This is an optimization exercise on Yosys and OpenROAD, whose aim is small area and a short achievable clock period, not a production implementation. Function was checked by simulation only, so behaviour that the tests miss may differ from the original. Power and IR drop assume default switching activity.

[design/flow/config.mk]
export PLATFORM = sky130hd
export DESIGN_NAME = cordic_top
export DESIGN_NICKNAME = cordic_top
export VERILOG_FILES = /design/flow/design.v
export SDC_FILE = /design/flow/constraint.sdc
export NUM_CORES = 4
export LEC_CHECK = 0
export ABC_AREA = 1
export CAP_MARGIN = 20
export CORE_MARGIN = 2
export CORE_UTILIZATION = 45
export CTS_BUF_LIST = sky130_fd_sc_hd__clkbuf_8
export PLACE_DENSITY = 0.8
export SETUP_SLACK_MARGIN = 1.4
export SLEW_MARGIN = 20
[design/flow/constraint.sdc]
create_clock -name core_clock -period 3.3 [get_ports {clk}]
set_input_delay 0.6600 -clock core_clock [delete_from_list [all_inputs] [get_ports {clk}]]
set_output_delay 0.6600 -clock core_clock [all_outputs]
set_load 0.01 [all_outputs]
[design/flow/design.v]
module CORDIC_pipelined (
    input clk,
    input logic signed[15:0] angle,
    output logic signed[15:0] sin, cos
);
logic [15:0] t_in;
logic [15:0] a_q;
assign t_in = a_q - 16'd1;
logic [14:0] u0_q;
logic d0_q;
logic [14:0] u1;
logic [14:0] u1_q;
logic [1:0] i1_q;    
logic [15:0] v0;
assign v0 = {1'b0, u0_q} - 16'd12867;
logic [14:0] f1;
assign f1 = v0[14:0] ^ {15{v0[15]}};
assign u1 = f1;
logic [6:0] lpos;
logic [5:0] q0;
logic [5:0] tg;
cordic_htab htab_i (.d(u1_q[14:7]), .q({lpos, q0, tg}));
logic [5:0] q0_q;
logic [5:0] tg_q;
logic c_q;
logic [6:0] lo_q, lp_q;
assign c_q = lo_q >= lp_q;
logic [1:0] iq_q;
logic [5:0] late;
assign late = {(q0_q[5] ^ (c_q & tg_q[5])), (q0_q[4] ^ (c_q & tg_q[4])), (q0_q[3] ^ (c_q & tg_q[3])), (q0_q[2] ^ (c_q & tg_q[2])), (q0_q[1] ^ (c_q & tg_q[1])), (q0_q[0] ^ (c_q & tg_q[0]))};
logic [7:0] x0_q, x1_q, x2_q;    
logic [31:0] rom_d;
logic [32:0] rc_q;
logic rn114, rn132, rn215, rn46, rn80, rn689, rn40, rn69, rn107, rn369, rn131, rn99, rn335, rn124, rn310, rn79, rn101, rn563, rn460, rn233, rn243, rn143, rn139, rn662, rn60, rn93, rn425, rn316, rn411, rn247, rn135, rn349, rn113, rn70, rn557, rn223, rn184, rn116, rn121, rn371, rn610, rn691, rn533, rn571, rn333, rn239, rn127, rn442, rn100, rn632, rn109, rn483, rn188, rn140, rn674, rn163, rn268, rn648, rn53, rn311, rn631, rn548, rn81, rn253, rn363, rn174, rn108, rn152, rn660, rn358, rn370, rn266, rn205, rn255, rn157, rn343, rn302, rn348, rn690, rn513, rn565, rn544, rn605, rn204, rn94, rn303, rn556, rn550, rn270, rn95, rn77, rn141, rn647, rn122, rn71, rn627, rn57, rn731, rn717, rn144, rn329, rn350, rn461, rn577, rn171, rn125, rn115, rn133, rn756, rn694, rn532, rn644, rn443, rn484, rn102, rn419, rn365, rn320, rn242, rn592, rn209, rn50, rn269, rn189, rn657, rn164, rn732, rn645, rn378, rn42, rn590, rn364, rn211, rn176, rn201, rn664, rn683, rn667, rn638, rn142, rn359, rn372, rn549, rn611, rn195, rn41, rn267, rn220, rn90, rn158, rn376, rn110, rn742, rn663, rn578, rn653, rn429, rn642, rn606, rn297, rn334, rn312, rn558, rn344, rn76, rn252, rn256, rn258, rn172, rn224, rn566, rn82, rn96, rn206, rn59, rn97, rn476, rn453, rn713, rn668, rn382, rn628, rn295, rn185, rn51, rn117, rn462, rn739, rn725, rn718, rn695, rn145, rn554, rn134, rn698, rn304, rn534, rn704, rn677, rn543, rn420, rn342, rn244, rn271, rn103, rn432, rn339, rn692, rn444, rn637, rn366, rn280, rn196, rn321, rn298, rn43, rn518, rn737, rn675, rn624, rn633, rn336, rn525, rn591, rn531, rn529, rn221, rn210, rn508, rn136, rn44, rn279, rn202, rn478, rn551, rn276, rn379, rn665, rn623, rn360, rn612, rn240, rn584, rn263, rn190, rn523, rn91, rn111, rn743, rn377, rn330, rn351, rn257, rn579, rn541, rn559, rn118, rn98, rn314, rn289, rn709, rn669, rn658, rn394, rn383, rn313, rn323, rn83, rn317, rn179, rn305, rn254, rn173, rn231, rn52, rn225, rn226, rn178, rn61, rn467, rn56, rn740, rn696, rn684, rn387, rn402, rn288, rn146, rn78, rn733, rn463, rn652, rn699, rn572, rn361, rn545, rn707, rn153, rn345, rn274, rn272, rn693, rn245, rn433, rn639, rn367, rn299, rn197, rn283, rn515, rn524, rn352, rn540, rn535, rn530, rn212, rn509, rn104, rn738, rn676, rn659, rn281, rn728, rn373, rn607, rn593, rn198, rn222, rn137, rn479, rn384, rn666, rn630, rn400, rn318, rn45, rn625, rn241, rn264, rn552, rn92, rn492, rn744, rn380, rn191, rn654, rn331, rn560, rn472, rn749, rn705, rn25, rn315, rn629, rn585, rn564, rn730, rn322, rn259, rn249, rn526, rn180, rn119, rn489, rn72, rn741, rn710, rn685, rn649, rn324, rn84, rn207, rn227, rn175, rn468, rn456, rn58, rn54, rn186, rn714, rn697, rn403, rn636, rn147, rn734, rn614, rn165, rn678, rn583, rn469, rn154, rn388, rn306, rn362, rn546, rn708, rn573, rn458, rn640, rn555, rn519, rn232, rn290, rn300, rn246, rn284, rn332, rn598, rn661, rn353, rn516, rn374, rn542, rn536, rn213, rn510, rn138, rn480, rn719, rn385, rn670, rn392, rn47, rn681, rn587, rn199, rn105, rn454, rn390, rn671, rn646, rn265, rn567, rn427, rn192, rn346, rn260, rn561, rn490, rn473, rn706, rn414, rn319, rn325, rn126, rn85, rn580, rn527, rn228, rn120, rn445, rn62, rn55, rn745, rn726, rn296, rn250, rn73, rn604, rn177, rn208, rn410, rn187, rn615, rn166, rn679, rn650, rn39, rn586, rn753, rn470, rn711, rn368, rn155, rn389, rn620, rn574, rn48, rn459, rn398, rn520, rn234, rn408, rn375, rn307, rn291, rn285, rn337, rn354, rn273, rn621, rn599, rn547, rn159, rn720, rn406, rn248, rn634, rn537, rn481, rn455, rn386, rn396, rn200, rn106, rn148, rn588, rn347, rn514, rn501, rn715, rn415, rn128, rn568, rn229, rn485, rn446, rn63, rn434, rn428, rn301, rn282, rn123, rn86, rn754, rn735, rn261, rn562, rn491, rn326, rn167, rn686, rn608, rn181, rn214, rn412, rn193, rn700, rn528, rn727, rn24, rn395, rn680, rn651, rn616, rn712, rn500, rn596, rn471, rn391, rn156, rn477, rn450, rn464, rn399, rn641, rn575, rn49, rn409, rn381, rn292, rn672, rn521, rn401, rn393, rn338, rn355, rn203, rn112, rn622, rn251, rn286, rn635, rn275, rn435, rn407, rn397, rn626, rn553, rn160, rn421, rn517, rn505, rn235, rn457, rn424, rn497, rn486, rn439, rn64, rn589, rn600, rn581, rn569, rn493, rn416, rn327, rn129, rn168, rn609, rn182, rn701, rn538, rn506, rn447, rn430, rn423, rn755, rn746, rn413, rn417, rn216, rn729, rn617, rn723, rn502, rn404, rn597, rn474, rn74, rn23, rn308, rn482, rn451, rn465, rn262, rn87, rn356, rn422, rn293, rn287, rn426, rn22, rn340, rn277, rn643, rn161, rn511, rn26, rn236, rn673, rn576, rn436, rn19, rn21, rn716, rn721, rn65, rn594, rn570, rn522, rn494, rn418, rn130, rn438, rn498, rn487, rn440, rn747, rn38, rn169, rn613, rn183, rn217, rn682, rn10, rn507, rn736, rn405, rn655, rn448, rn618, rn503, rn601, rn309, rn466, rn341, rn75, rn431, rn722, rn278, rn294, rn582, rn724, rn539, rn18, rn237, rn149, rn17, rn441, rn66, rn595, rn495, rn162, rn37, rn512, rn499, rn488, rn750, rn748, rn35, rn602, rn230, rn194, rn687, rn656, rn619, rn20, rn449, rn328, rn67, rn357, rn475, rn437, rn150, rn88, rn170, rn504, rn496, rn28, rn751, rn603, rn12, rn238, rn218, rn702, rn688, rn33, rn452, rn68, rn13, rn36, rn16, rn27, rn151, rn89, rn752, rn219, rn14, rn11, rn703, rn15, rn30, rn31, rn32, rn29, rn34;
assign rn132 = ~x2_q[2];
assign rn69 = ~(x2_q[2] | x2_q[1]);
assign rn131 = ~(x2_q[1] & x2_q[0]);
assign rn99 = ~(x2_q[1] | x2_q[0]);
assign rn124 = ~(x2_q[2] & x2_q[1]);
assign rn101 = x2_q[3] | ~x2_q[2];
assign rn460 = x2_q[2] | ~x2_q[1];
assign rn143 = x2_q[2] & ~x2_q[1];
assign rn139 = x2_q[0] & ~x2_q[2];
assign rn662 = x2_q[1] | ~x2_q[0];
assign rn60 = x2_q[0] & ~x2_q[1];
assign rn93 = x2_q[1] & ~x2_q[0];
assign rn425 = x2_q[0] | ~x2_q[2];
assign rn135 = x2_q[2] | x2_q[1];
assign rn70 = x2_q[0] | x2_q[3];
assign rn223 = x2_q[1] & x2_q[0];
assign rn116 = x2_q[0] & x2_q[3];
assign rn109 = x2_q[2] & ~rn131;
assign rn266 = x2_q[3] & ~rn460;
assign rn343 = x2_q[2] & ~rn662;
assign rn513 = rn132 & ~rn60;
assign rn303 = rn60 | rn93;
assign rn141 = rn132 & ~rn223;
assign rn647 = rn425 | x2_q[1];
assign rn644 = x2_q[3] ? rn132 : rn135;
assign rn114 = ~rc_q[4];
assign rn215 = ~rc_q[6];
assign rn46 = ~rc_q[5];
assign rn80 = ~rc_q[3];
assign rn689 = ~rc_q[0];
assign rn40 = ~rc_q[7];
assign rn107 = ~(rc_q[4] | rc_q[3]);
assign rn369 = ~(rc_q[2] | rc_q[3]);
assign rn335 = ~(rc_q[4] & rc_q[5]);
assign rn310 = ~(rc_q[0] | rc_q[3]);
assign rn79 = ~(rc_q[2] | rc_q[0]);
assign rn563 = rc_q[1] & ~rc_q[3];
assign rn233 = rc_q[4] & ~rc_q[5];
assign rn243 = rc_q[3] & ~rc_q[1];
assign rn316 = rc_q[4] | ~rc_q[3];
assign rn411 = rc_q[0] & ~rc_q[5];
assign rn247 = rc_q[4] | rc_q[5];
assign rn349 = rc_q[2] & rc_q[3];
assign rn113 = rc_q[2] & rc_q[0];
assign rn557 = ~rc_q[8];
assign rn184 = ~rn79;
assign rn121 = rc_q[1] | rc_q[3];
assign rn371 = ~rn563;
assign rn610 = ~rn243;
assign rn691 = ~rc_q[27];
assign rn533 = ~rn233;
assign rn571 = ~rc_q[22];
assign rn333 = rc_q[1] ? rc_q[2] : rc_q[0];
assign rn239 = ~rn349;
assign rn127 = ~rn247;
assign rn442 = ~(rn369 & rc_q[14]);
assign rn100 = ~(rc_q[8] & rc_q[4]);
assign rn632 = ~(rn107 & rc_q[13]);
assign rn483 = rn689 & ~rc_q[26];
assign rn188 = ~(rc_q[19] & rn80);
assign rn140 = ~(rc_q[27] & rn80);
assign rn674 = rn80 & ~rc_q[12];
assign rn163 = rc_q[3] & ~rc_q[8];
assign rn268 = ~(rc_q[13] & rn80);
assign rn648 = rc_q[9] & ~rc_q[8];
assign rn53 = rn114 & ~rn310;
assign rn311 = rc_q[4] & ~rn310;
assign rn631 = rc_q[12] | rn114;
assign rn548 = ~(rc_q[18] | rn247);
assign rn81 = rn79 | rn80;
assign rn253 = ~rn442;
assign rn363 = rn369 | rc_q[4];
assign rn174 = rn369 | rn114;
assign rn108 = rn107 | rc_q[5];
assign rn152 = ~(rc_q[27] | rn121);
assign rn660 = rc_q[12] | rn46;
assign rn358 = rn114 & ~rn563;
assign rn370 = rn369 | ~rn233;
assign rn205 = rc_q[22] | ~rc_q[13];
assign rn255 = rc_q[3] & ~rc_q[24];
assign rn157 = rc_q[24] & ~rc_q[23];
assign rn302 = rc_q[19] & ~rc_q[27];
assign rn348 = rn310 & ~rc_q[22];
assign rn690 = rc_q[18] & ~rn310;
assign rn565 = rn114 & ~rn243;
assign rn544 = rc_q[25] | rn114;
assign rn605 = rc_q[27] | rn80;
assign rn204 = rc_q[3] & ~rn113;
assign rn94 = rc_q[23] | rc_q[3];
assign rn556 = rc_q[16] & ~rn310;
assign rn550 = rn113 | ~rc_q[1];
assign rn270 = rn243 | rn114;
assign rn95 = rc_q[25] | rc_q[9];
assign rn77 = ~rn674;
assign rn122 = rn121 & ~rc_q[5];
assign rn71 = rc_q[12] & ~rc_q[32];
assign rn627 = rn349 & ~rc_q[8];
assign rn57 = rn80 & ~rc_q[16];
assign rn731 = rc_q[28] | ~rn233;
assign rn717 = rc_q[2] & ~rc_q[10];
assign rn144 = rc_q[22] & ~rc_q[28];
assign rn329 = rn349 | rc_q[4];
assign rn350 = rn243 | rn349;
assign rn461 = rn316 | rc_q[10];
assign rn577 = rn247 | rn80;
assign rn171 = rc_q[28] | rn114;
assign rn125 = rc_q[32] | rc_q[26];
assign rn115 = rn113 | rn114;
assign rn133 = rc_q[9] ? rc_q[0] : rc_q[14];
assign rn756 = rc_q[26] ? rc_q[0] : rn310;
assign rn694 = rc_q[28] & rc_q[26];
assign rn532 = rn333 & ~rn80;
assign rn443 = rn114 & ~rn442;
assign rn484 = ~(rn483 | rn316);
assign rn102 = rc_q[18] & ~rn100;
assign rn419 = rn127 & ~rn442;
assign rn365 = ~(rn268 & rn114);
assign rn320 = ~(rn205 & rn691);
assign rn242 = rc_q[16] & ~rn188;
assign rn592 = rn127 & ~rn140;
assign rn209 = rn674 & ~rn333;
assign rn50 = rn239 & ~rn163;
assign rn269 = rc_q[0] & ~rn268;
assign rn189 = rn188 | ~rc_q[26];
assign rn657 = rn571 & ~rn188;
assign rn164 = rn163 & ~rc_q[15];
assign rn732 = rn127 & ~rc_q[15];
assign rn645 = rc_q[18] & ~rn631;
assign rn378 = rn371 & ~rn631;
assign rn42 = rc_q[15] | rc_q[3];
assign rn590 = rn81 & ~rn533;
assign rn364 = rn363 & ~rc_q[5];
assign rn211 = ~(rn95 & rc_q[3]);
assign rn176 = rc_q[14] & ~rn81;
assign rn201 = rc_q[15] | rc_q[4];
assign rn664 = ~(rn157 & rn204);
assign rn683 = rn121 & ~rn174;
assign rn667 = rn268 | rc_q[10];
assign rn638 = ~(rn363 | rn627);
assign rn142 = ~(rn140 & rc_q[11]);
assign rn359 = rn358 & ~rc_q[9];
assign rn372 = rn371 & ~rn370;
assign rn549 = rn548 | rc_q[6];
assign rn611 = rn610 & ~rn370;
assign rn195 = rc_q[9] & ~rn157;
assign rn41 = rn205 & ~rc_q[32];
assign rn267 = rc_q[21] & ~rc_q[0];
assign rn220 = rn163 & ~rn205;
assign rn90 = rc_q[3] & ~rn205;
assign rn158 = rn80 & ~rn157;
assign rn376 = rn46 & ~rc_q[21];
assign rn110 = rn108 | rc_q[15];
assign rn742 = rn302 & ~rc_q[3];
assign rn663 = rn46 & ~rn157;
assign rn578 = ~(rn550 | rn577);
assign rn653 = ~(rn577 | rc_q[15]);
assign rn429 = ~(rn577 | rc_q[13]);
assign rn642 = ~(rn329 & rc_q[5]);
assign rn606 = rn544 | ~rn605;
assign rn297 = rn114 & ~rn204;
assign rn334 = rn94 & ~rn333;
assign rn312 = rc_q[29] | rn483;
assign rn558 = rn557 & ~rn556;
assign rn344 = rc_q[29] | rn114;
assign rn76 = rc_q[2] & ~rc_q[31];
assign rn252 = rc_q[21] | rc_q[4];
assign rn256 = rn255 | rn114;
assign rn258 = rn690 | rn205;
assign rn172 = rc_q[30] | rc_q[29];
assign rn224 = rn205 | rc_q[10];
assign rn566 = rn565 | rc_q[5];
assign rn82 = rn648 | ~rc_q[20];
assign rn96 = rn95 & ~rn94;
assign rn206 = rn204 & ~rn205;
assign rn59 = rn690 | rn483;
assign rn97 = rc_q[4] & ~rn627;
assign rn476 = rc_q[13] & ~rn94;
assign rn453 = rn348 | rc_q[4];
assign rn713 = rn557 & ~rn605;
assign rn668 = rc_q[21] | rn114;
assign rn382 = rc_q[3] & ~rc_q[11];
assign rn628 = rn114 & ~rn627;
assign rn295 = rn80 & ~rc_q[11];
assign rn185 = rn184 & ~rn94;
assign rn51 = rc_q[15] | rc_q[11];
assign rn117 = rn71 | rc_q[28];
assign rn462 = rc_q[13] & ~rn461;
assign rn739 = rn605 | rc_q[23];
assign rn725 = rc_q[31] | rc_q[3];
assign rn718 = rn717 | rn363;
assign rn695 = rn694 | ~rn53;
assign rn145 = rn144 | rn114;
assign rn554 = rn255 | rn329;
assign rn134 = rn133 | rn80;
assign rn698 = rn411 & rn329;
assign rn304 = rn80 ? rc_q[31] : rn302;
assign rn534 = rn532 | rn533;
assign rn704 = rn80 ? rc_q[11] : rn157;
assign rn677 = rc_q[3] ? rn95 : rn550;
assign rn543 = rc_q[17] & ~rc_q[21];
assign rn420 = ~(rn419 & rc_q[7]);
assign rn342 = ~(rn50 & rn188);
assign rn244 = ~(rn242 | rn243);
assign rn271 = ~(rn270 | rn269);
assign rn103 = rc_q[5] & ~rn102;
assign rn432 = rn102 & ~rn46;
assign rn339 = rn215 & ~rn419;
assign rn692 = ~(rn320 & rc_q[4]);
assign rn444 = rn443 | rc_q[5];
assign rn637 = ~(rn42 & rc_q[4]);
assign rn366 = rn365 | rn40;
assign rn280 = rc_q[3] & ~rn320;
assign rn196 = ~(rn195 | rc_q[25]);
assign rn321 = rn107 & ~rn320;
assign rn298 = ~(rn195 | rn188);
assign rn43 = ~(rn41 | rn42);
assign rn518 = rc_q[4] & ~rn657;
assign rn737 = rc_q[4] & ~rn50;
assign rn675 = rn610 & ~rn209;
assign rn624 = rc_q[5] & ~rn645;
assign rn633 = rn632 & ~rn378;
assign rn336 = ~(rn334 | rn335);
assign rn525 = rn242 | rc_q[4];
assign rn591 = rn590 & ~rn209;
assign rn531 = ~(rn82 & rn80);
assign rn529 = rc_q[16] & ~rn211;
assign rn221 = ~(rn220 | rn96);
assign rn210 = rn209 | rn114;
assign rn508 = rn50 & ~rn201;
assign rn136 = rc_q[16] & ~rn42;
assign rn44 = rn201 & ~rn107;
assign rn279 = ~(rn269 | rn256);
assign rn202 = rn201 & ~rn108;
assign rn478 = rn42 | rc_q[8];
assign rn551 = rn364 & rn550;
assign rn276 = rc_q[6] & ~rn653;
assign rn379 = rn378 | rc_q[7];
assign rn665 = rn664 & rn358;
assign rn623 = rn359 | rn215;
assign rn360 = rn359 | rn46;
assign rn612 = rn611 | rc_q[7];
assign rn240 = rn195 | rc_q[25];
assign rn584 = rn41 | rn114;
assign rn263 = rn220 | rc_q[4];
assign rn190 = rn90 | rn114;
assign rn523 = rn220 | rn114;
assign rn91 = rn90 | rc_q[4];
assign rn111 = rn110 | rn102;
assign rn743 = rn742 | rn694;
assign rn377 = rn365 | rn376;
assign rn330 = rn329 & ~rn297;
assign rn351 = rn350 & ~rn312;
assign rn257 = rn184 & ~rn256;
assign rn579 = rn578 | rn215;
assign rn541 = rc_q[32] & ~rn224;
assign rn559 = rn211 & ~rn558;
assign rn118 = rn82 & ~rn80;
assign rn98 = rn96 | ~rn97;
assign rn314 = rn172 & ~rn80;
assign rn289 = rn258 & ~rn114;
assign rn709 = rn97 & ~rn302;
assign rn669 = rn667 & ~rn668;
assign rn658 = rn657 | ~rn97;
assign rn394 = rc_q[5] & ~rn628;
assign rn383 = rn127 & ~rn382;
assign rn313 = rn311 & ~rn312;
assign rn323 = rn125 & ~rn256;
assign rn83 = rn82 & ~rn81;
assign rn317 = rn312 | rn316;
assign rn179 = rn312 | rc_q[4];
assign rn305 = rn76 | rn195;
assign rn254 = rn252 | rn253;
assign rn173 = rn171 | rn172;
assign rn231 = rn312 | rn77;
assign rn52 = rn50 | ~rn51;
assign rn225 = rn224 & rn107;
assign rn226 = rn51 & ~rn316;
assign rn178 = rn172 | rc_q[3];
assign rn61 = rn59 | rc_q[25];
assign rn467 = rn97 & rn121;
assign rn56 = rn713 | rn114;
assign rn740 = rn739 & ~rn657;
assign rn696 = rn258 & ~rn695;
assign rn684 = rc_q[3] & ~rn51;
assign rn387 = rn382 | rc_q[5];
assign rn402 = rn46 & ~rn51;
assign rn288 = rn71 | rn252;
assign rn146 = rn142 & ~rn145;
assign rn78 = rn76 | rn77;
assign rn733 = rn732 & ~rn725;
assign rn463 = rn462 | rc_q[5];
assign rn652 = rn533 | rn51;
assign rn699 = rn698 | rn429;
assign rn572 = rn571 & ~rn304;
assign rn361 = rc_q[4] & ~rn543;
assign rn545 = rn543 & ~rn544;
assign rn707 = rc_q[3] ? rn689 : rn172;
assign rn153 = ~(rn280 | rn255);
assign rn345 = rn342 & ~rn344;
assign rn274 = rn233 & ~rn244;
assign rn272 = rn271 & ~rn267;
assign rn693 = rn59 & ~rn692;
assign rn245 = rn244 & ~rc_q[10];
assign rn433 = rn432 | rc_q[6];
assign rn639 = rn637 & ~rn638;
assign rn367 = rn364 & ~rn366;
assign rn299 = rn125 & ~rn298;
assign rn197 = rc_q[3] & ~rn196;
assign rn283 = rn196 | rc_q[3];
assign rn515 = ~(rn263 | rn483);
assign rn524 = ~(rn523 | rn298);
assign rn352 = ~(rn351 | rn348);
assign rn540 = rn525 & ~rn358;
assign rn535 = rn531 & ~rn534;
assign rn530 = rn127 & ~rn529;
assign rn212 = rn211 & ~rn210;
assign rn509 = rn508 & ~rn444;
assign rn104 = ~(rn103 & rn98);
assign rn738 = rn737 | rc_q[5];
assign rn676 = rn675 | rc_q[4];
assign rn659 = ~(rn658 & rn252);
assign rn281 = rn279 & ~rn280;
assign rn728 = rn518 & ~rn529;
assign rn373 = rn633 | rn46;
assign rn607 = rn478 & ~rn606;
assign rn593 = rn592 | rn591;
assign rn198 = ~(rn231 & rc_q[4]);
assign rn222 = rn221 | rn114;
assign rn137 = rn136 | rc_q[4];
assign rn479 = rn267 | rn44;
assign rn384 = rc_q[21] & ~rn379;
assign rn666 = rc_q[5] & ~rn665;
assign rn630 = ~(rn247 & rn387);
assign rn400 = rn624 & rc_q[17];
assign rn318 = ~(rn317 & rn46);
assign rn45 = rn43 | rn44;
assign rn625 = rn624 & ~rn623;
assign rn241 = rn239 & ~rn240;
assign rn264 = rn189 & ~rn263;
assign rn552 = rn551 | rn549;
assign rn92 = rn91 | ~rn59;
assign rn492 = rn111 & ~rn370;
assign rn744 = rn743 & ~rn335;
assign rn380 = rn377 & ~rn379;
assign rn191 = rn189 & ~rn190;
assign rn654 = ~(rn276 & rn652);
assign rn331 = rc_q[5] & ~rn330;
assign rn560 = rc_q[4] & ~rn559;
assign rn472 = rn233 & ~rn118;
assign rn749 = rn518 & ~rn314;
assign rn705 = rn289 & ~rn704;
assign rn25 = rn383 & ~rc_q[6];
assign rn315 = rn313 & ~rn314;
assign rn629 = rc_q[6] & ~rn394;
assign rn585 = rn584 | rn558;
assign rn564 = rn190 | rn563;
assign rn730 = rn240 | rc_q[3];
assign rn322 = rn317 & ~rn321;
assign rn259 = rn257 & rn258;
assign rn249 = rn46 & ~rn173;
assign rn526 = rn52 & ~rn525;
assign rn180 = rn178 & ~rn179;
assign rn119 = rn117 | rn118;
assign rn489 = rn61 & ~rn91;
assign rn72 = rn118 | rn114;
assign rn741 = rn114 & ~rn740;
assign rn710 = rn709 | rn46;
assign rn685 = rn683 & ~rn684;
assign rn649 = rn118 | rn363;
assign rn324 = rn323 | rn46;
assign rn84 = rn78 & ~rn83;
assign rn207 = rn461 & rn179;
assign rn227 = rn225 | rn226;
assign rn175 = rn173 & rn174;
assign rn468 = rn467 | rn46;
assign rn456 = rn226 | rn46;
assign rn58 = rn56 | rn57;
assign rn54 = rn52 & rn53;
assign rn186 = rn226 | rn201;
assign rn714 = rn56 | rn80;
assign rn697 = rn696 | rn46;
assign rn403 = rn402 | rc_q[6];
assign rn636 = rn253 | rn387;
assign rn147 = rn146 | rn46;
assign rn734 = rn733 | rc_q[6];
assign rn614 = rc_q[4] ? rn304 : rn351;
assign rn165 = rn361 | ~rn637;
assign rn678 = rn544 & ~rn361;
assign rn583 = ~(rn153 & rn42);
assign rn469 = rn80 ? rn550 : rn305;
assign rn154 = ~(rn153 | rn113);
assign rn388 = rn387 ? rn127 : rc_q[4];
assign rn306 = rn305 ^ rn80;
assign rn362 = rn360 | rn361;
assign rn546 = rn545 | rn46;
assign rn708 = rn707 | rc_q[4];
assign rn573 = rn153 & ~rn572;
assign rn458 = rn153 & ~rn756;
assign rn640 = rc_q[5] & ~rn639;
assign rn555 = rn299 & ~rn554;
assign rn519 = rn518 & ~rn197;
assign rn232 = rn231 & ~rn197;
assign rn290 = rn289 & ~rn197;
assign rn300 = rn299 & rn297;
assign rn246 = ~(rn245 | rn241);
assign rn284 = rn283 & ~rn270;
assign rn332 = ~(rn331 & rn283);
assign rn598 = rn233 & ~rn352;
assign rn661 = rn659 & ~rn660;
assign rn353 = rn352 & ~rn107;
assign rn516 = rn515 | rn46;
assign rn374 = rn373 & ~rn372;
assign rn542 = rn541 | rn540;
assign rn536 = rn535 | rn215;
assign rn213 = rn212 | rn46;
assign rn510 = rn509 | rc_q[6];
assign rn138 = rn134 & ~rn137;
assign rn480 = rn478 & ~rn479;
assign rn719 = rn664 & ~rn198;
assign rn385 = rn384 & ~rn247;
assign rn670 = rn666 & ~rn669;
assign rn392 = rc_q[3] & ~rn373;
assign rn47 = rn46 & ~rn45;
assign rn681 = rn90 & rn676;
assign rn587 = rn241 & ~rn525;
assign rn199 = rn197 | rn198;
assign rn105 = rn92 & ~rn104;
assign rn454 = ~(rn58 | rn41);
assign rn390 = rn630 | rn394;
assign rn671 = rn666 | rn329;
assign rn646 = rn400 | rc_q[6];
assign rn265 = rn264 | rn46;
assign rn567 = rn564 & ~rn566;
assign rn427 = rn730 & ~rn731;
assign rn192 = rn191 | rn46;
assign rn346 = rn322 & ~rn345;
assign rn260 = rn254 & ~rn259;
assign rn561 = rn560 | rn46;
assign rn490 = rn98 & ~rn489;
assign rn473 = rn472 | rc_q[6];
assign rn706 = rn705 | rc_q[5];
assign rn414 = rn46 & ~rn685;
assign rn319 = rn318 | rn315;
assign rn325 = rn322 & ~rn324;
assign rn126 = rn125 & ~rn119;
assign rn85 = rc_q[4] & ~rn84;
assign rn580 = rn579 | rn249;
assign rn527 = rn526 | rn46;
assign rn228 = rn222 & ~rn227;
assign rn120 = rn119 | rn115;
assign rn445 = rn72 | rn57;
assign rn62 = rn61 & ~rn58;
assign rn55 = rc_q[5] & ~rn54;
assign rn745 = rn744 | rn741;
assign rn726 = rn725 & ~rn186;
assign rn296 = rn72 | rn295;
assign rn250 = rn249 | rc_q[6];
assign rn73 = rn71 | rn72;
assign rn604 = ~(rn583 & rn114);
assign rn177 = rn176 | rn175;
assign rn208 = rn206 | rn207;
assign rn410 = rn697 | rn693;
assign rn187 = rn185 | rn186;
assign rn615 = rn46 & ~rn614;
assign rn166 = rn165 & ~rn164;
assign rn679 = rn677 & ~rn678;
assign rn650 = rn165 & ~rn349;
assign rn39 = rn629 ^ rc_q[7];
assign rn586 = rn583 & ~rn585;
assign rn753 = rn114 & ~rn469;
assign rn470 = rn469 & ~rn257;
assign rn711 = rn708 & ~rn710;
assign rn368 = rn362 & ~rn367;
assign rn155 = rn154 | rn114;
assign rn389 = rn388 | rc_q[6];
assign rn620 = rn362 | rn215;
assign rn574 = rn127 & ~rn573;
assign rn48 = rn233 & ~rn458;
assign rn459 = rn458 | rn114;
assign rn398 = rn636 & ~rn640;
assign rn520 = rn364 & ~rn519;
assign rn234 = rn233 & ~rn232;
assign rn408 = ~(rn670 | rn663);
assign rn375 = ~(rn374 & rc_q[7]);
assign rn307 = rc_q[4] ? rn304 : rn306;
assign rn291 = rn288 & ~rn290;
assign rn285 = rn202 & ~rn284;
assign rn337 = rn332 & ~rn336;
assign rn354 = rn46 & ~rn353;
assign rn273 = ~(rn272 | rn265);
assign rn621 = rn374 & ~rn549;
assign rn599 = rn598 | rn40;
assign rn547 = rn542 & ~rn546;
assign rn159 = rn138 & ~rn158;
assign rn720 = rn718 & ~rn719;
assign rn406 = rn661 | rn630;
assign rn248 = rn246 | rn247;
assign rn634 = rn215 & ~rn392;
assign rn537 = rn536 | rn530;
assign rn481 = rn480 | rn46;
assign rn455 = rn453 & ~rn454;
assign rn386 = rn385 | rn215;
assign rn396 = rn642 | rn392;
assign rn200 = rn199 | ~rn140;
assign rn106 = rc_q[6] & ~rn105;
assign rn148 = rn147 | rn138;
assign rn588 = rn587 | rn46;
assign rn347 = rc_q[5] & ~rn346;
assign rn514 = rn199 | rc_q[30];
assign rn501 = rn105 | rc_q[6];
assign rn715 = rn706 & ~rn714;
assign rn415 = rn414 & ~rn384;
assign rn128 = rn127 & ~rn126;
assign rn568 = rn567 | rn215;
assign rn229 = rc_q[5] & ~rn228;
assign rn485 = rn120 & ~rn484;
assign rn446 = rn445 & ~rn444;
assign rn63 = rn62 | ~rn55;
assign rn434 = rn738 & ~rn745;
assign rn428 = rn427 | rn215;
assign rn301 = rn296 & ~rn300;
assign rn282 = rn281 | rn265;
assign rn123 = rn120 | ~rn122;
assign rn86 = rn55 & ~rn85;
assign rn754 = rn445 & ~rc_q[5];
assign rn735 = rn734 | rn427;
assign rn261 = rn260 | rn46;
assign rn562 = rn561 | rn555;
assign rn491 = rn490 | rn46;
assign rn326 = rn325 | rn215;
assign rn167 = ~(rn166 | rn108);
assign rn686 = rn414 | rc_q[6];
assign rn608 = rn604 & ~rn607;
assign rn181 = rn177 & ~rn180;
assign rn214 = rn208 & ~rn213;
assign rn412 = rn410 & ~rn411;
assign rn193 = rn187 & ~rn192;
assign rn700 = rn410 & ~rn699;
assign rn528 = rn527 | rn524;
assign rn727 = rn726 | rn46;
assign rn24 = rn215 ? rn383 : rn385;
assign rn395 = ~(rn389 | rn394);
assign rn680 = rn676 & ~rn679;
assign rn651 = rn649 & ~rn650;
assign rn616 = rn615 | rn40;
assign rn712 = rn706 & ~rn711;
assign rn500 = rn444 | rn166;
assign rn596 = rn207 | rn753;
assign rn471 = rn470 | rn468;
assign rn391 = rn390 & ~rn389;
assign rn156 = rn155 | rn152;
assign rn477 = rn155 | rn476;
assign rn450 = rn48 | ~rn276;
assign rn464 = rn459 & ~rn463;
assign rn399 = rn215 & ~rn398;
assign rn641 = rn247 & ~rn398;
assign rn575 = rn574 | rc_q[6];
assign rn49 = rn47 | rn48;
assign rn409 = rn215 & ~rn408;
assign rn381 = rn375 & ~rn380;
assign rn292 = rc_q[5] & ~rn291;
assign rn672 = rn671 & ~rn408;
assign rn521 = rn520 | rc_q[6];
assign rn401 = ~(rn386 | rn400);
assign rn393 = ~(rn386 | rn392);
assign rn338 = rn307 | rc_q[5];
assign rn355 = rc_q[6] & ~rn354;
assign rn203 = ~(rn202 & rn200);
assign rn112 = ~(rn111 & rn106);
assign rn622 = rn620 & ~rn621;
assign rn251 = rn248 & ~rn250;
assign rn286 = rn285 | rn215;
assign rn635 = rn390 & ~rn634;
assign rn275 = rn274 | rn273;
assign rn435 = ~(rn433 | rn434);
assign rn407 = rn406 & ~rn386;
assign rn397 = rn396 & ~rn386;
assign rn626 = rn625 | rn621;
assign rn553 = rn552 | rn547;
assign rn160 = rn159 | rn46;
assign rn421 = rn720 | rn46;
assign rn517 = rn514 & ~rn516;
assign rn505 = ~(rn181 | rn108);
assign rn235 = ~(rn234 | rn214);
assign rn457 = rn456 | rn455;
assign rn424 = ~(rn749 | rn727);
assign rn497 = rn122 & ~rn485;
assign rn486 = rn376 & ~rn485;
assign rn439 = rn339 & ~rn434;
assign rn64 = rn63 & ~rc_q[6];
assign rn589 = rn588 | rn586;
assign rn600 = rn599 | rn347;
assign rn581 = rn261 & ~rn580;
assign rn569 = rn562 & ~rn568;
assign rn493 = rn491 & ~rn492;
assign rn416 = rn415 | rn215;
assign rn327 = rn319 & ~rn326;
assign rn129 = rn128 | rc_q[6];
assign rn168 = rn106 & ~rn167;
assign rn609 = rc_q[5] & ~rn608;
assign rn182 = rn46 & ~rn181;
assign rn701 = rc_q[6] & ~rn700;
assign rn538 = rn528 & ~rn537;
assign rn506 = rn229 | rn215;
assign rn447 = rn446 | rc_q[6];
assign rn430 = rn428 | rn429;
assign rn423 = ~(rn715 | rn712);
assign rn755 = rn754 | rn215;
assign rn746 = rn434 | rn215;
assign rn413 = rn412 | rc_q[6];
assign rn417 = rc_q[5] & ~rn680;
assign rn216 = rn214 | rn215;
assign rn729 = rn728 | rn727;
assign rn617 = rn337 & ~rn616;
assign rn723 = rn339 & ~rn712;
assign rn502 = rn500 & ~rn501;
assign rn404 = rn651 | rn46;
assign rn597 = rn46 & ~rn596;
assign rn474 = rn471 & ~rn473;
assign rn74 = rn467 | ~rn596;
assign rn23 = rn391 | ~rn386;
assign rn308 = rc_q[5] ? rn301 : rn307;
assign rn482 = rn477 & ~rn481;
assign rn451 = rn63 & ~rn450;
assign rn465 = rn464 | rn215;
assign rn262 = ~(rn261 & rn251);
assign rn87 = rn86 | rn49;
assign rn356 = rn355 & ~rn347;
assign rn422 = ~(rn420 & rn421);
assign rn293 = rn251 & ~rn292;
assign rn287 = rn282 & ~rn286;
assign rn426 = ~(rn424 & rc_q[19]);
assign rn22 = rn395 | rn393;
assign rn340 = rn338 & rn339;
assign rn277 = rn276 & ~rn275;
assign rn643 = rc_q[6] ? rn641 : rn396;
assign rn161 = rn156 & ~rn160;
assign rn511 = rn235 & ~rn510;
assign rn26 = rn215 ? rn368 : rn381;
assign rn236 = rn235 & ~rn215;
assign rn673 = rn215 ? rn406 : rn672;
assign rn576 = rn575 | rn275;
assign rn436 = rn435 | rc_q[7];
assign rn19 = rn409 | rn407;
assign rn21 = rn399 | rn397;
assign rn716 = ~(rn423 & rn339);
assign rn721 = rn421 | rn215;
assign rn65 = rn64 & ~rn49;
assign rn594 = rn589 & ~rn593;
assign rn570 = rn553 & ~rn569;
assign rn522 = rn521 | rn517;
assign rn494 = rn215 & ~rn493;
assign rn418 = ~(rn416 | rn417);
assign rn130 = rn129 | ~rn123;
assign rn438 = rn428 | rn424;
assign rn498 = rn497 | rn215;
assign rn487 = rn486 | rn215;
assign rn440 = rn439 | rn40;
assign rn747 = rn746 & ~rc_q[7];
assign rn38 = rn635 ^ rc_q[7];
assign rn169 = rn168 | rn40;
assign rn613 = rn612 | rn609;
assign rn183 = rn182 | rc_q[6];
assign rn217 = rn203 & ~rn216;
assign rn682 = rn417 & ~rn681;
assign rn10 = rc_q[7] ? rn622 : rn626;
assign rn507 = rn506 | rn505;
assign rn736 = rn729 & ~rn735;
assign rn405 = rn404 & ~rn403;
assign rn655 = rn404 & ~rn654;
assign rn448 = rn74 & ~rn46;
assign rn618 = rn617 | rn215;
assign rn503 = rn502 | rn40;
assign rn601 = rn600 | rn597;
assign rn309 = rn308 | rc_q[6];
assign rn466 = rn457 & ~rn465;
assign rn341 = ~(rn340 & rn337);
assign rn75 = rc_q[5] ? rn74 : rn73;
assign rn431 = rn426 & ~rn430;
assign rn722 = ~(rn721 & rn716);
assign rn278 = rn262 & ~rn277;
assign rn294 = rn293 | rn287;
assign rn582 = rn576 & ~rn581;
assign rn724 = rn721 & ~rn723;
assign rn539 = rn522 & ~rn538;
assign rn18 = rn413 & ~rn418;
assign rn237 = rn236 | rn40;
assign rn149 = rn148 & ~rn130;
assign rn17 = rn386 ? rn422 : rn423;
assign rn441 = rn438 & ~rn440;
assign rn66 = rn65 | rn40;
assign rn595 = rn594 | rc_q[7];
assign rn495 = rn494 | rc_q[7];
assign rn162 = rn161 | rn130;
assign rn37 = rn643 ^ rn40;
assign rn512 = rn507 & ~rn511;
assign rn499 = rn498 | rn161;
assign rn488 = rn487 | rn482;
assign rn750 = rn736 & ~rn424;
assign rn748 = rn747 & ~rn736;
assign rn35 = rn673 ^ rn40;
assign rn602 = ~(rn601 & rn215);
assign rn230 = rn229 | rn183;
assign rn194 = rn193 | rn183;
assign rn687 = rn686 | rn682;
assign rn656 = rn646 & ~rn655;
assign rn619 = rn613 & ~rn618;
assign rn20 = rn405 | rn401;
assign rn449 = rn447 | rn448;
assign rn328 = rn309 & ~rn327;
assign rn67 = rn755 | rn448;
assign rn357 = rn341 & ~rn356;
assign rn475 = rn474 | rn466;
assign rn437 = rn436 | rn431;
assign rn150 = rn112 & ~rn149;
assign rn88 = rc_q[6] ? rn75 : rn87;
assign rn170 = rn162 & ~rn169;
assign rn504 = rn499 & ~rn503;
assign rn496 = rn488 & ~rn495;
assign rn28 = rc_q[7] ? rn278 : rn294;
assign rn751 = rn746 & ~rn750;
assign rn603 = rn595 & ~rn602;
assign rn12 = rn40 ? rn570 : rn582;
assign rn238 = rn230 & ~rn237;
assign rn218 = rn194 & ~rn217;
assign rn702 = rn687 & ~rn701;
assign rn688 = rn417 & ~rn687;
assign rn33 = rc_q[7] ? rn722 : rn724;
assign rn452 = rn449 & ~rn451;
assign rn68 = rn67 & ~rn66;
assign rn13 = rc_q[7] ? rn512 : rn539;
assign rn36 = rn656 ^ rc_q[7];
assign rn16 = rn437 & ~rn441;
assign rn27 = rn40 ? rn328 : rn357;
assign rn151 = rn40 & ~rn150;
assign rn89 = rn40 & ~rn88;
assign rn752 = rc_q[7] & ~rn751;
assign rn219 = rn40 & ~rn218;
assign rn14 = rn504 | rn496;
assign rn11 = rn619 | rn603;
assign rn703 = rn702 ^ rn40;
assign rn15 = rc_q[7] ? rn452 : rn475;
assign rn30 = rn170 | rn151;
assign rn31 = rn89 | rn68;
assign rn32 = rn752 | rn748;
assign rn29 = rn238 | rn219;
assign rn34 = rn703 | rn688;
assign rom_d = {rn40, rn40, rn39, rn38, rn37, rn36, rn35, rn34, rn33, rn32, rn31, rn30, rn29, rn28, rn27, rn26, rn25, rn24, rn23, rn22, rn21, rn20, rn19, rn18, rn17, rn16, rn15, rn14, rn13, rn12, rn11, rn10};
always_ff @(posedge clk) begin
    a_q <= angle;
    u0_q <= t_in[14:0] ^ {15{t_in[15]}};
    d0_q <= ~t_in[15];
    u1_q <= u1;
    i1_q <= {d0_q, v0[15]};
    q0_q <= q0;
    tg_q <= tg;
    lo_q <= u1_q[6:0];
    lp_q <= lpos;
    iq_q <= i1_q;
    x0_q <= {iq_q, late};
    x1_q <= x0_q;
    x2_q <= x1_q;
    rc_q[0] <= x2_q[0];
    rc_q[1] <= x2_q[1];
    rc_q[2] <= x2_q[2];
    rc_q[3] <= x2_q[3];
    rc_q[4] <= x2_q[4];
    rc_q[5] <= x2_q[5];
    rc_q[6] <= x2_q[6];
    rc_q[7] <= x2_q[7];
    rc_q[8] <= rn99;
    rc_q[9] <= rn132;
    rc_q[10] <= rn223;
    rc_q[11] <= rn141;
    rc_q[12] <= rn69;
    rc_q[13] <= rn460;
    rc_q[14] <= rn131;
    rc_q[15] <= rn109;
    rc_q[16] <= rn135;
    rc_q[17] <= rn644;
    rc_q[18] <= rn101;
    rc_q[19] <= rn425;
    rc_q[20] <= rn647;
    rc_q[21] <= rn266;
    rc_q[22] <= rn143;
    rc_q[23] <= rn93;
    rc_q[24] <= rn662;
    rc_q[25] <= rn60;
    rc_q[26] <= rn124;
    rc_q[27] <= rn139;
    rc_q[28] <= rn116;
    rc_q[29] <= rn343;
    rc_q[30] <= rn513;
    rc_q[31] <= rn303;
    rc_q[32] <= rn70;
    {sin, cos} <= rom_d;
end
endmodule
module cordic_htab(d, q);
  input [7:0] d;
  wire [7:0] d;
  output [18:0] q;
  wire [18:0] q;
  wire _0_;
  wire _10_;
  wire _11_;
  wire _12_;
  wire _13_;
  wire _14_;
  wire _15_;
  wire _16_;
  wire _17_;
  wire _18_;
  wire _19_;
  wire _1_;
  wire _20_;
  wire _21_;
  wire _22_;
  wire _23_;
  wire _24_;
  wire _25_;
  wire _26_;
  wire _27_;
  wire _28_;
  wire _29_;
  wire _2_;
  wire _30_;
  wire _31_;
  wire _32_;
  wire _33_;
  wire _34_;
  wire _35_;
  wire _36_;
  wire _37_;
  wire _38_;
  wire _39_;
  wire _3_;
  wire _40_;
  wire _41_;
  wire _42_;
  wire _43_;
  wire _44_;
  wire _45_;
  wire _46_;
  wire _47_;
  wire _48_;
  wire _49_;
  wire _4_;
  wire _50_;
  wire _51_;
  wire _52_;
  wire _53_;
  wire _54_;
  wire _55_;
  wire _56_;
  wire _57_;
  wire _58_;
  wire _59_;
  wire _5_;
  wire _60_;
  wire _61_;
  wire _62_;
  wire _63_;
  wire _64_;
  wire _65_;
  wire _66_;
  wire _67_;
  wire _68_;
  wire _69_;
  wire _6_;
  wire _70_;
  wire _71_;
  wire _72_;
  wire _73_;
  wire _74_;
  wire _7_;
  wire _8_;
  wire _9_;
  assign _23_ = ~d[5];
  assign _22_ = ~_47_;
  assign q[0] = _25_ | _28_;
  assign _21_ = _30_ & ~(_23_);
  assign q[11] = _34_ & ~(_21_);
  assign _20_ = q[11] & _29_;
  assign _19_ = _20_ | _24_;
  assign _18_ = d[6] & d[5];
  assign _17_ = _18_ & ~(_47_);
  assign _16_ = _17_ | d[7];
  assign _15_ = d[1] & ~(_16_);
  assign q[6] = _15_ ^ _19_;
  assign q[1] = q[0] & ~(q[6]);
  assign _14_ = ~(_42_ | _46_);
  assign _13_ = ~(_14_ & q[1]);
  assign q[4] = _22_ & ~(_13_);
  assign q[5] = q[4] & ~(_23_);
  assign q[18] = _24_ & ~(q[5]);
  assign _12_ = _21_ | _37_;
  assign q[16] = q[18] & ~(_12_);
  assign _11_ = d[2] & ~(d[1]);
  assign _10_ = ~(_11_ | _47_);
  assign _9_ = _28_ & ~(_10_);
  assign _8_ = _9_ | ~(_13_);
  assign _7_ = _47_ & ~(_23_);
  assign _6_ = _8_ & ~(_7_);
  assign q[15] = _37_ ? d[5] : _6_;
  assign _5_ = d[3] & ~(_41_);
  assign _4_ = _5_ | d[4];
  assign _3_ = ~(_5_ | _40_);
  assign _2_ = _11_ & ~(_47_);
  assign _1_ = ~(_2_ | _3_);
  assign _0_ = ~(_1_ | d[1]);
  assign _74_ = _22_ & ~(_0_);
  assign _73_ = _4_ & ~(_74_);
  assign _72_ = _28_ & ~(_73_);
  assign _71_ = ~(_34_ | _42_);
  assign _70_ = ~(_71_ | _29_);
  assign _69_ = ~(_70_ & _1_);
  assign _68_ = d[4] & ~(_40_);
  assign _67_ = _68_ | _38_;
  assign _66_ = _69_ & ~(_67_);
  assign q[14] = _66_ | _72_;
  assign _65_ = _70_ ^ _1_;
  assign q[13] = q[0] & ~(_65_);
  assign _64_ = _23_ & ~(_47_);
  assign _63_ = _14_ & ~(_64_);
  assign q[12] = q[1] & ~(_63_);
  assign _62_ = ~(d[6] & d[1]);
  assign _61_ = _62_ & ~(d[2]);
  assign _60_ = _61_ | _16_;
  assign _59_ = _60_ | ~(_13_);
  assign _58_ = _22_ & ~(_59_);
  assign _57_ = _58_ | _23_;
  assign _56_ = _64_ & ~(_59_);
  assign _55_ = _56_ | d[7];
  assign q[10] = _57_ & ~(_55_);
  assign _54_ = _59_ | ~(d[3]);
  assign _53_ = d[4] | d[7];
  assign _52_ = _54_ & ~(_53_);
  assign q[9] = _52_ | _58_;
  assign _51_ = ~(d[3] | d[7]);
  assign q[8] = _59_ ? _51_ : d[3];
  assign _50_ = q[1] & ~(_14_);
  assign _49_ = _42_ & ~(q[11]);
  assign _48_ = ~(_49_ | _59_);
  assign q[7] = _48_ | _50_;
  assign q[3] = d[3] & ~(_13_);
  assign q[2] = ~_13_;
  assign _47_ = ~(d[3] & d[4]);
  assign _46_ = ~(d[2] | d[1]);
  assign _45_ = _46_ | _47_;
  assign _44_ = d[0] | d[7];
  assign _43_ = d[6] & ~(_44_);
  assign _42_ = d[2] & d[1];
  assign _41_ = d[5] & ~(_42_);
  assign _40_ = _41_ & ~(d[3]);
  assign _39_ = _40_ & ~(d[4]);
  assign _38_ = _39_ | ~(_43_);
  assign _37_ = _45_ & ~(_38_);
  assign _36_ = _37_ & ~(d[5]);
  assign _35_ = ~(d[0] | d[5]);
  assign _34_ = ~(d[6] | d[7]);
  assign _33_ = d[0] ^ d[5];
  assign _32_ = ~(d[2] | d[0]);
  assign _31_ = _32_ | _45_;
  assign _30_ = d[2] & ~(_47_);
  assign _29_ = _33_ ? _31_ : _30_;
  assign _28_ = _34_ & ~(_29_);
  assign _27_ = _28_ & ~(_35_);
  assign q[17] = _27_ | _36_;
  assign _26_ = d[5] & ~(_45_);
  assign _25_ = _43_ & ~(_26_);
  assign _24_ = _25_ | _27_;
endmodule
module cordic_top (
    input  logic clk,
    input  logic signed[15:0] angle,
    output logic signed[15:0] sin, cos
);
    CORDIC_pipelined dut_basic(
        .clk(clk),
        .angle(angle),
        .sin(sin),
        .cos(cos)
    );
endmodule
[design/flow/flow/run.sh]
#!/bin/bash
# The standard layout (standard.sh: the standard flow's synthesis and ORFS flow, unchanged), except:
# - the port buffers ORFS puts on every input and output are plain buffers
#   (sky130_fd_sc_hd__buf_1) instead of the delay buffer buffer_ports picks by default;
# - clock tree synthesis gets ORFS's usual arguments plus -dont_use_dummy_load, so it
#   adds no load-only inverters to the clock tree.
set -euo pipefail
export BUFFER_PORTS_ARGS="-buffer_cell sky130_fd_sc_hd__buf_1"
export CTS_ARGS="-sink_clustering_enable -repair_clock_nets -buf_list sky130_fd_sc_hd__clkbuf_8 -dont_use_dummy_load"
bash standard.sh > standard.log 2>&1
[design/flow/standard.sh]
#!/bin/bash
# synth_recipe.tcl (not shown) runs the flow's synth.tcl, then flattens the netlist and writes it again
# the make line also repeats each setting of config.mk as NAME=value (left out here)
make -C /OpenROAD-flow-scripts/flow DESIGN_CONFIG=/design/flow/config.mk WORK_HOME=/design/flow/orfs CLKGATE_MAP_FILE= SYNTH_SCRIPT=/design/flow/synth_recipe.tcl "${@:-finish}"
==> summary.txt, run 1 <==
status timing/DRC/antenna clean; max-cap viol count 0; top cell type's share of synthesized area 42.1%; Distinct cells, synth 50; routed length on met2 13.1 mm; clock slew at reported path FFs roughly 0.090 ns; Hold Violations, Final 0; Routed WL 26.8 mm; Root Buffer clkbuf_8; Sum Neg Setup Slack 0 ns; maximum VDD drop 0.510 mV; Worst Hold Class in2reg; DIE HEIGHT 136 microns; CP Launch Type flop; Final nets approximately 1200; crit-path cells buf_6 > buf_8 > nor2_4 > o211ai_1 > nand2_1 > nand2_1 > nand2_1 > nand2_2 > o21ai_2 > nand2_1 > nand2_1 > o211ai_1; synthesized flop and latch total 165; hold_buf cts 0; Max Root-Sink Buffers 2; wire length on met1 between 10 and 15 mm; clk_skew about 0.035 ns; fill count ~1700; cell count after placement 1300; crit end category flop; setup violators final 0; Synth Flop Type dfxtp_1; Pwr Density 1140 mW/mm^2; DRC errors left 0; relative max-transition margin 57.1%; final cell count without fillers 1339; post-DP HPWL about 20 mm; P_leak 0.00415 uW; EDFF count, synth 0; highest metal used met4; H-tree depth 4; max-slew violation count 0; total number of vias 7509; commonest non-fill, non-tap cell in the layout nand2_1; cell area after synthesis 0.00784 sq mm; leading post-synthesis cells by cell area dfxtp_1 42%, nand2_1 12%, o21ai_0 5.6%, inv_1 5.5%, xor2_1 4.7%; initial cell density of the core between 40% and 50%; die area 0.0185 sq mm; DRT iter0 DRCs 691; Syn Inst Count 1049; Cell Rows 48; Critical Path Fanout Max 6; grt ovf 0; CP required ~3.6 ns; Clock Latency Late Sink 0.46 ns; first-pass GRT wire length a little under 40 mm; largest net degree at the start of global routing 42; core area about 0.017 sq mm; GR Util All Layers 28.6%; vias in the first global route 6957; fraction of layout cells with a size suffix above 1 15.1%; Mapped Avg Cell Area ~7.5 sq um; Arr. time, crit path 2.25 ns; Mapped Nets between 1000 and 1500; I/O Buffers 48; yosys warns 1; Multi-input gate area around 0.0042 sq mm; max incr delay on CP about 0.4 ns; Total Power 10300 uW; gp weighted congestion 1.06; DR WL/cell 20.0 microns; clk sinks roughly 170; initial antenna violation count 0; Syn-to-layout area delta 15.1%; TritonCTS clock tree yes; Sequential Area approximately 0.0033 sq mm; worst setup margin approximately 1.4 ns; Seq/Total Area, Yosys a little over two fifths; Setup CP Type reg2reg; RSZ-0062 raised after global routing true; Tmin final 1.93 ns; CTS buffer count 17; Pre-Repair DR Iteration Count 5; Max Clock Freq 519 MHz; worst reg2reg setup slack roughly 1.4 ns; Slew @ Worst Pin roughly 0.64 ns; biggest area consumer among synthesized cells dfxtp_1; diode count 0; die width roughly 140 microns; Slowest cell on crit path dfxtp_4; Setup WS pre-CTS 1.06 ns; I/O pins 49; WL met3 about 1.9 mm; most frequent cells in the layout 233 x nand2_1, 148 x dfxtp_1, 105 x inv_1, 70 x nor2_1, 70 x o21ai_0; Tcrit/Tclk final 58.4%; post-route ant nets 0; Post-synth ARST share 0%; drt via density 5.61; most used cell along the critical path nand2_1
-- state kept, by name, indices dropped and copies added, names as in the netlist, 8 cells and up --
signal          count
dut_basic.rc_q     33
dut_basic.a_q      16
dut_basic.cos      16
dut_basic.sin      15
dut_basic.u0_q     15
dut_basic.u1_q     15
dut_basic.x0_q      8
dut_basic.x1_q      8
dut_basic.x2_q      8
-- power breakdown --
| part | internal, uW | switching [uW] |
|---|---|---|
| Combinational | 1830 | 4040 |
| Clock | 455 | 620 |
| Sequential | 2760 | 568 |
-- metal layers --
metal	track usage [%]	vias to the layer above
met5	0	-
met4	16.3	0
met3	6.41	102
met2	48.0	410
met1	33.7	3445
li1	-	3552
-- worst max-delay path, delay by kind of cell (launching register included) --
kind / cells / cell delay, ns
and+or+nand+nor: 7 / 0.60
buffers and inverters: 2 / 0.28
AOI/OAI and AO/OA: 3 / 0.53
DFF: 1 / 0.39
-- cell type report --
class / instances / share of cell area [%]
Sequential cell: 165 / 37.0
Timing Repair Buffer: 83 / 5.59
Clock buffer: 17 / 2.59
Tap cell: 225 / 3.12
Multi-Input combinational cell: 732 / 46.7
Inverter: 117 / 4.99
-- what timing repair did --
item | 4_1_cts | 5_1_grt
buffers inserted | 4 | 15
gates resized for setup | 29 | 109
endpoints found under the hold margin | 0 | 0
pin swaps | 3 | 22
endpoints found under the setup margin | 39 | 50
cloned | 0 | 3
-- metrics by stage --
step / cell area, sq um / util (%) / hold slack, ns
global route: 9030 / 52.6 / 0.272
global placement: 8230 / 47.9 / 0.310
detailed placement: 8230 / 47.9 / 0.312
CTS: 8570 / 49.9 / 0.284
finish: 9030 / 52.6 / 0.300
floorplan: 7840 / - / 0.310
-- worst paths after layout --
kind / cells past startpoint / to / startpoint
max reg2reg: 12 / dut_basic.sin[8] / dut_basic.rc_q[3]
min: 1 / dut_basic.a_q[0] / angle[0]
min reg2reg: 0 / dut_basic.x1_q[6] / dut_basic.x0_q[6]
max: 12 / dut_basic.sin[8] / dut_basic.rc_q[3]
-- synth_stat cells (all sizes together) (2+ instances only) --
library cell / count
o21ai: 94
nor2: 95
nand3b: 2
dfxtp: 165
a31oi: 14
o211ai: 21
nor3: 20
buf: 23
xor2: 49
nor4: 3
ha: 20
a21boi: 2
o22ai: 5
a22o: 2
o311ai: 2
o31ai: 4
a21oi: 39
clkbuf: 14
o2111ai: 2
a211oi: 2
nand2: 255
o21bai: 3
nand3: 68
xnor2: 12
nand4: 10
inv: 116
-- logic make-up (layout without fill, tap and decap cells) --
family / Yosys count / count (layout) / synth area share [%]
compound gates: 195 / 195 / 14.5
simple gates: 454 / 456 / 24.7
flops: 165 / 165 / 42.1
fa+ha+maj: 20 / 20 / 3.19
xor+xnor: 61 / 61 / 7.48
buf+inv: 154 / 217 / 8.02
==> inputs of run 2 (changes only) <==
--- a/design/flow/config.mk
+++ b/design/flow/config.mk
@@ -10,5 +10,4 @@
 export CORE_MARGIN = 2
-export CORE_UTILIZATION = 45
+export CORE_UTILIZATION = 55
 export CTS_BUF_LIST = sky130_fd_sc_hd__clkbuf_8
-export PLACE_DENSITY = 0.8
 export SETUP_SLACK_MARGIN = 1.4
==> summary.txt, run 2 <==
status timing/DRC/antenna clean; Sum Neg Setup Slack 0 ns; initial cell density of the core 56.5%; diode count 0; die width ~120 microns; Max Clock Freq 494 MHz; WHS Path Cells 1; vias in the first global route 7242; Tmin final 2.03 ns; max-slew violation count 0; RSZ-0062 raised after global routing true; worst setup margin 1.27 ns; top cell type's share of synthesized area ~42%; highest metal used met4; Tcrit/Tclk final between 60% and 70%; Post-synth ARST share 0%; post-route ant nets 0; R2R Path End dut_basic.u0_q[8]; initial antenna violation count 0; Slew @ Worst Pin 0.629 ns; cell count after placement ~1300; commonest non-fill, non-tap cell in the layout nand2_1; max reg flops 33; most frequent cells in the layout 232 x nand2_1, 150 x dfxtp_1, 105 x inv_1, 77 x o21ai_0, 71 x nor2_1; Distinct cells, synth 50; maximum VDD drop 0.674 mV; largest net degree at the start of global routing 36; reg2reg path depth 8; clock slew at reported path FFs 0.10 ns; delay-heaviest family, CP simple AND/OR/NAND/NOR gates; Slowest cell on crit path dfxtp_1; drt via density 6.08; H-tree depth 4; relative max-transition margin 58.0%; DR WL/cell around 22 microns; P_leak 0.00418 uW; min-delay src angle[2]; I/O Buffers 48; Mapped Nets 1086; Root Buffer clkbuf_8; DRC errors left 0; Setup CP Type reg2reg; crit end category flop; Clock Latency Late Sink 0.47 ns; routed length on met2 13.7 mm; worst reg2reg startpoint dut_basic.a_q[1]; EDFF count, synth 0; leading post-synthesis cells by cell area dfxtp_1 42%, nand2_1 12%, o21ai_0 5.6%, inv_1 5.5%, xor2_1 4.7%; Mapped Avg Cell Area 7.48 sq um; WL met3 2.93 mm; Buf/Inv on CP 2; biggest area consumer among synthesized cells dfxtp_1; worst reg2reg setup slack roughly 1.3 ns; Routed WL 28.9 mm; Syn-to-layout area delta 15.0%; most used cell along the critical path inv_1; Worst Hold Class in2reg; Arr. time, crit path 2.38 ns; CP Launch Type flop; hold_buf cts 0; Synth Flop Type dfxtp_1; crit-path cells inv_1 > ha_1 > nand3_1 > nor3_2 > inv_1 > nor3_1 > xor2_1 > xor2_2; CP required 3.65 ns; first-pass GRT wire length 40.5 mm; Critical Path Fanout Max 3; grt ovf 0; synthesized flop and latch total 165; Biggest register dut_basic.rc_q; Max Root-Sink Buffers 2; GR Util All Layers 36.5%; final instance area approximately 0.009 sq mm; I/O pins between 40 and 50; cell area after synthesis 0.00784 sq mm; fraction of layout cells with a size suffix above 1 between 15 and 20%; Final nets 1158; DRT iter0 DRCs 808; Final Core Density between 60 and 70%; setup violators final 0; Cell Rows 43; Hold Violations, Final 0; count leader, synth nand2_1; post-DP HPWL between 20 and 25 mm; Hold Path Sink dut_basic.a_q[2]; Placed Area slightly above 0.008 sq mm; Syn Inst Count 1049; clk sinks 165; CTS buffer count 17; final cell count without fillers 1299; core area 0.0139 sq mm; Setup WS pre-CTS 0.852 ns; wire length on met1 9.92 mm; yosys warns 1; clk_skew around 0.029 ns; DIE HEIGHT around 120 microns; gp weighted congestion about 1.1; TritonCTS clock tree yes; Pwr Density roughly 1200 mW/mm^2; Seq/Total Area, Yosys 42.1%; total number of vias around 7900; die area ~0.015 sq mm; max incr delay on CP 0.33 ns; Pre-Repair DR Iteration Count 7; most frequent cells after synthesis 249 x nand2_1, 165 x dfxtp_1, 114 x inv_1, 87 x nor2_1, 87 x o21ai_0; max-cap viol count 0
run 2: how the worst max path moves through the flow:
stage	from	end	slack [ns]	cells past startpoint
after floorplan	dut_basic.u1_q[12]	dut_basic.lp_q[4]	1.47	16
after global placement	dut_basic.rc_q[3]	dut_basic.sin[11]	0.79	9
after detailed placement	dut_basic.rc_q[3]	dut_basic.sin[11]	0.85	9
after CTS	dut_basic.rc_q[3]	dut_basic.sin[11]	1.34	9
after global routing	dut_basic.a_q[1]	dut_basic.u0_q[8]	1.23	8
final	dut_basic.a_q[1]	dut_basic.u0_q[8]	1.27	8
run 2: layout make-up:
| type | count | area [sq um] |
|---|---|---|
| Timing Repair Buffer | 89 | 519 |
| Multi-Input combinational cell | 731 | 4250 |
| Tap cell | 180 | 225 |
| Sequential cell | 165 | 3340 |
| Clock buffer | 17 | 234 |
| Fill cell | 1164 | 4860 |
| Inverter | 117 | 449 |
run 2: stage by stage:
step	power (uW)	hold slack (ns)
2_1_floorplan	6500	0.310
3_3_place_gp	8500	0.310
3_5_place_dp	8380	0.312
4_1_cts	9600	0.262
5_1_grt	11000	0.261
6_report	10500	0.282
run 2: cells by family (layout without fill, tap and decap cells):
kind of cell	count (synthesis)	in the layout	share of synthesized area [%]
xor gates and xnor gates	61	61	7.48
and+or+nand+nor	454	455	24.7
AOI/OAI and AO/OA	195	195	14.5
DFF	165	165	42.1
buffers and inverters	154	223	8.02
adders and majority gates	20	20	3.19
run 2: what timing repair did:
action	CTS	global route
setup buffers	8	18
pin swaps	4	17
gates resized for setup	35	94
gates cloned	0	1
endpoints found under the setup margin	48	61
run 2: power by group:
| part | internal, uW | switching (uW) | total (uW) |
|---|---|---|---|
| logic | 1860 | 4200 | 6060 |
| registers | 2750 | 573 | 3330 |
| clock network | 454 | 620 | 1070 |
run 2: layer usage:
metal / GRT usage (%) / vias to the layer above
met3: 8.99 / 170
met2: 59.4 / 584
met1: 41.7 / 3592
li1: - / 3552
met4: 26.3 / 0
met5: 0 / -
==> inputs of run 3 (changes only) <==
--- a/design/flow/flow/run.sh
+++ b/design/flow/flow/run.sh
@@ -8,3 +8,3 @@
 export BUFFER_PORTS_ARGS="-buffer_cell sky130_fd_sc_hd__buf_1"
-export CTS_ARGS="-sink_clustering_enable -repair_clock_nets -buf_list sky130_fd_sc_hd__clkbuf_8 -dont_use_dummy_load"
+export CTS_ARGS="-sink_clustering_enable -repair_clock_nets -buf_list sky130_fd_sc_hd__clkbuf_8 -dont_use_dummy_load -sink_buffer_max_cap_derate 0.03"
 bash standard.sh > standard.log 2>&1
--- a/design/flow/config.mk
+++ b/design/flow/config.mk
@@ -10,3 +10,3 @@
 export CORE_MARGIN = 2
-export CORE_UTILIZATION = 55
+export CORE_UTILIZATION = 45
 export CTS_BUF_LIST = sky130_fd_sc_hd__clkbuf_8
==> summary.txt, run 3 <==
status timing/DRC/antenna clean; total number of vias roughly 7500; routed length on met2 between 10 and 15 mm; Setup CP Type reg2reg; most frequent cells after synthesis 249 x nand2_1, 165 x dfxtp_1, 114 x inv_1, 87 x nor2_1, 87 x o21ai_0; I/O Buffers 48; Hold Violations, Final 0; CP Launch Type flop; internal power 5140 uW; Biggest register dut_basic.rc_q; reg2reg path depth 9; wire length on met1 10.2 mm; crit end category flop; count leader, synth nand2_1; WL met3 between 2 and 2.5 mm; CP required 3.64 ns; grt ovf 0; Synth Flop Type dfxtp_1; P_leak between 0.004 and 0.005 uW; relative max-transition margin between 50 and 60%; GR Util All Layers 30.2%; Cell Rows 48; Routed WL 27.2 mm; clk_skew approximately 0.032 ns; H-tree depth 4; drt via density about 5.6; Pwr Density 1160 mW/mm^2; TritonCTS clock tree yes; Mapped Avg Cell Area 7.48 sq um; vias in the first global route 7012; largest net degree at the start of global routing 50; DRC errors left 0; DIE HEIGHT 136 microns; first-pass GRT wire length between 40 and 50 mm; worst reg2reg startpoint dut_basic.rc_q[22]; Critical Path Fanout Max 5; highest metal used met4; biggest area consumer among synthesized cells dfxtp_1; EDFF count, synth 0; final cell count without fillers 1341; Arr. time, crit path 2.24 ns; P_sw 5350 uW; Syn Inst Count roughly 1000; max-slew violation count 0; Max Root-Sink Buffers 2; cell area after synthesis 0.00784 sq mm; diode count 0; Flop pwr share between 30% and 40%; most frequent cells in the layout 227 x nand2_1, 149 x dfxtp_1, 106 x inv_1, 70 x nor2_1, 70 x o21ai_0; post-route ant nets 0; top cell type's share of synthesized area 42.1%; clock share of power 10.2%; max-cap viol count 0; Post-synth ARST share 0%; Slew @ Worst Pin 0.701 ns; Clock Latency Late Sink 0.45 ns; Syn-to-layout area delta 15.5%; Tcrit/Tclk final between 50% and 60%; Gate power share 57.6%; clk sinks about 170; Final nets 1155; I/O pins 49; switch share 51.0%; min-delay src angle[2]; gp weighted congestion 1.12; fraction of layout cells with a size suffix above 1 between 10% and 20%; leading post-synthesis cells by cell area dfxtp_1 42%, nand2_1 12%, o21ai_0 5.6%, inv_1 5.5%, xor2_1 4.7%; Pre-Repair DR Iteration Count 9; setup violators final 0; die area 0.0185 sq mm; initial antenna violation count 0; Max Clock Freq 527 MHz; CP Launch Point dut_basic.rc_q[22]; CTS buffer count 17; cell count after placement 1300; clock slew at reported path FFs around 0.09 ns; DRT iter0 DRCs 747; max reg flops 33; die width between 100 and 150 microns; yosys warns 1; commonest non-fill, non-tap cell in the layout nand2_1; WHS Path Cells 1; Root Buffer clkbuf_8; Mapped Nets 1086; hold_buf cts 0; DR WL/cell 20.3 microns; maximum VDD drop 0.507 mV; initial cell density of the core between 40% and 50%; RSZ-0062 raised after global routing true; Seq/Total Area, Yosys approximately 42%; post-DP HPWL 20.5 mm; Worst Hold Class in2reg; synthesized flop and latch total roughly 170; Sum Neg Setup Slack 0 ns; core area 0.0172 sq mm; Distinct cells, synth 50; Tmin final 1.90 ns
==> run 3: cell counts after synthesis <==
No cell type changed its count.
==> run 3: repair_timing <==
action                                  4_1_cts  5_1_grt
setup buffers                                 5       19
endpoints found under the setup margin       44       45
pin swaps                                     2       20
gates resized for setup                      39      107
==> run 3: routing by layer <==
metal  global-route usage (%)  vias to the layer above
met1                     35.8                     3418
met4                     19.6                        0
met3                     6.49                      142
met2                     49.3                      446
met5                        0                        -
li1                         -                     3543
==> run 3: final timing paths <==
path | to | slack, ns
max reg2reg | dut_basic.cos[2] | 1.40
min reg2reg | dut_basic.x2_q[4] | 0.32
min | dut_basic.a_q[2] | 0.29
max | dut_basic.cos[2] | 1.40
==> run 3: power by group through the flow <==
stage	Combinational (uW)	Clock (uW)	Sequential [uW]
CTS	5240	1110	3320
detailed placement	5040	0	3360
finish	6050	1070	3380
floorplan	3370	0	3130
global placement	5200	0	3360
global route	6530	1180	3440
==> run 3: stage by stage <==
| step | util (%) | total power (uW) | cell area (sq um) | hold WS, ns | setup WS [ns] |
|---|---|---|---|---|---|
| finish | 52.8 | 10500 | 9060 | 0.289 | 1.40 |
| detailed placement | 47.9 | 8400 | 8230 | 0.312 | 0.775 |
| CTS | 50.1 | 9670 | 8600 | 0.263 | 1.38 |
| global route | 52.8 | 11100 | 9060 | 0.254 | 1.35 |
| global placement | 47.9 | 8560 | 8230 | 0.310 | 0.727 |
| floorplan | - | 6500 | 7840 | 0.310 | 1.47 |
==> run 3: layout make-up <==
type | instances | area (sq um)
clock buffers | 17 | 234
fillers | 1780 | 8120
inverters | 117 | 447
multi-input cells | 730 | 4230
flip-flops and latches | 165 | 3340
well taps | 225 | 282
repair buffers | 87 | 532
==> run 3: logic make-up (layout without fill, tap and decap cells) <==
kind of cell / after synthesis / after routing / share of synthesized area [%]
buffers and inverters: 154 / 221 / 8.02
adders and majority gates: 20 / 20 / 3.19
DFF: 165 / 165 / 42.1
and+or+nand+nor: 454 / 454 / 24.7
AOI/OAI and AO/OA: 195 / 195 / 14.5
xor gates and xnor gates: 61 / 61 / 7.48
==> run 3: worst max-delay path: stages, from the launching register on <==
cell     delay (ns)
dfxtp_1        0.55
inv_1          0.16
nand2_1        0.16
nor2_1         0.08
inv_1          0.21
nand3_1        0.11
a31oi_1        0.15
o21ai_0        0.13
nand3_1        0.15
o21ai_0        0.10

Check on run 3: ideal ports give 1.401 ns setup slack; a clkbuf_16 on the clock port and buf_2 on the inputs give 1.401 ns; moving port delays by the midpoint clock arrival (0.475 ns) as well gives 1.401 ns.
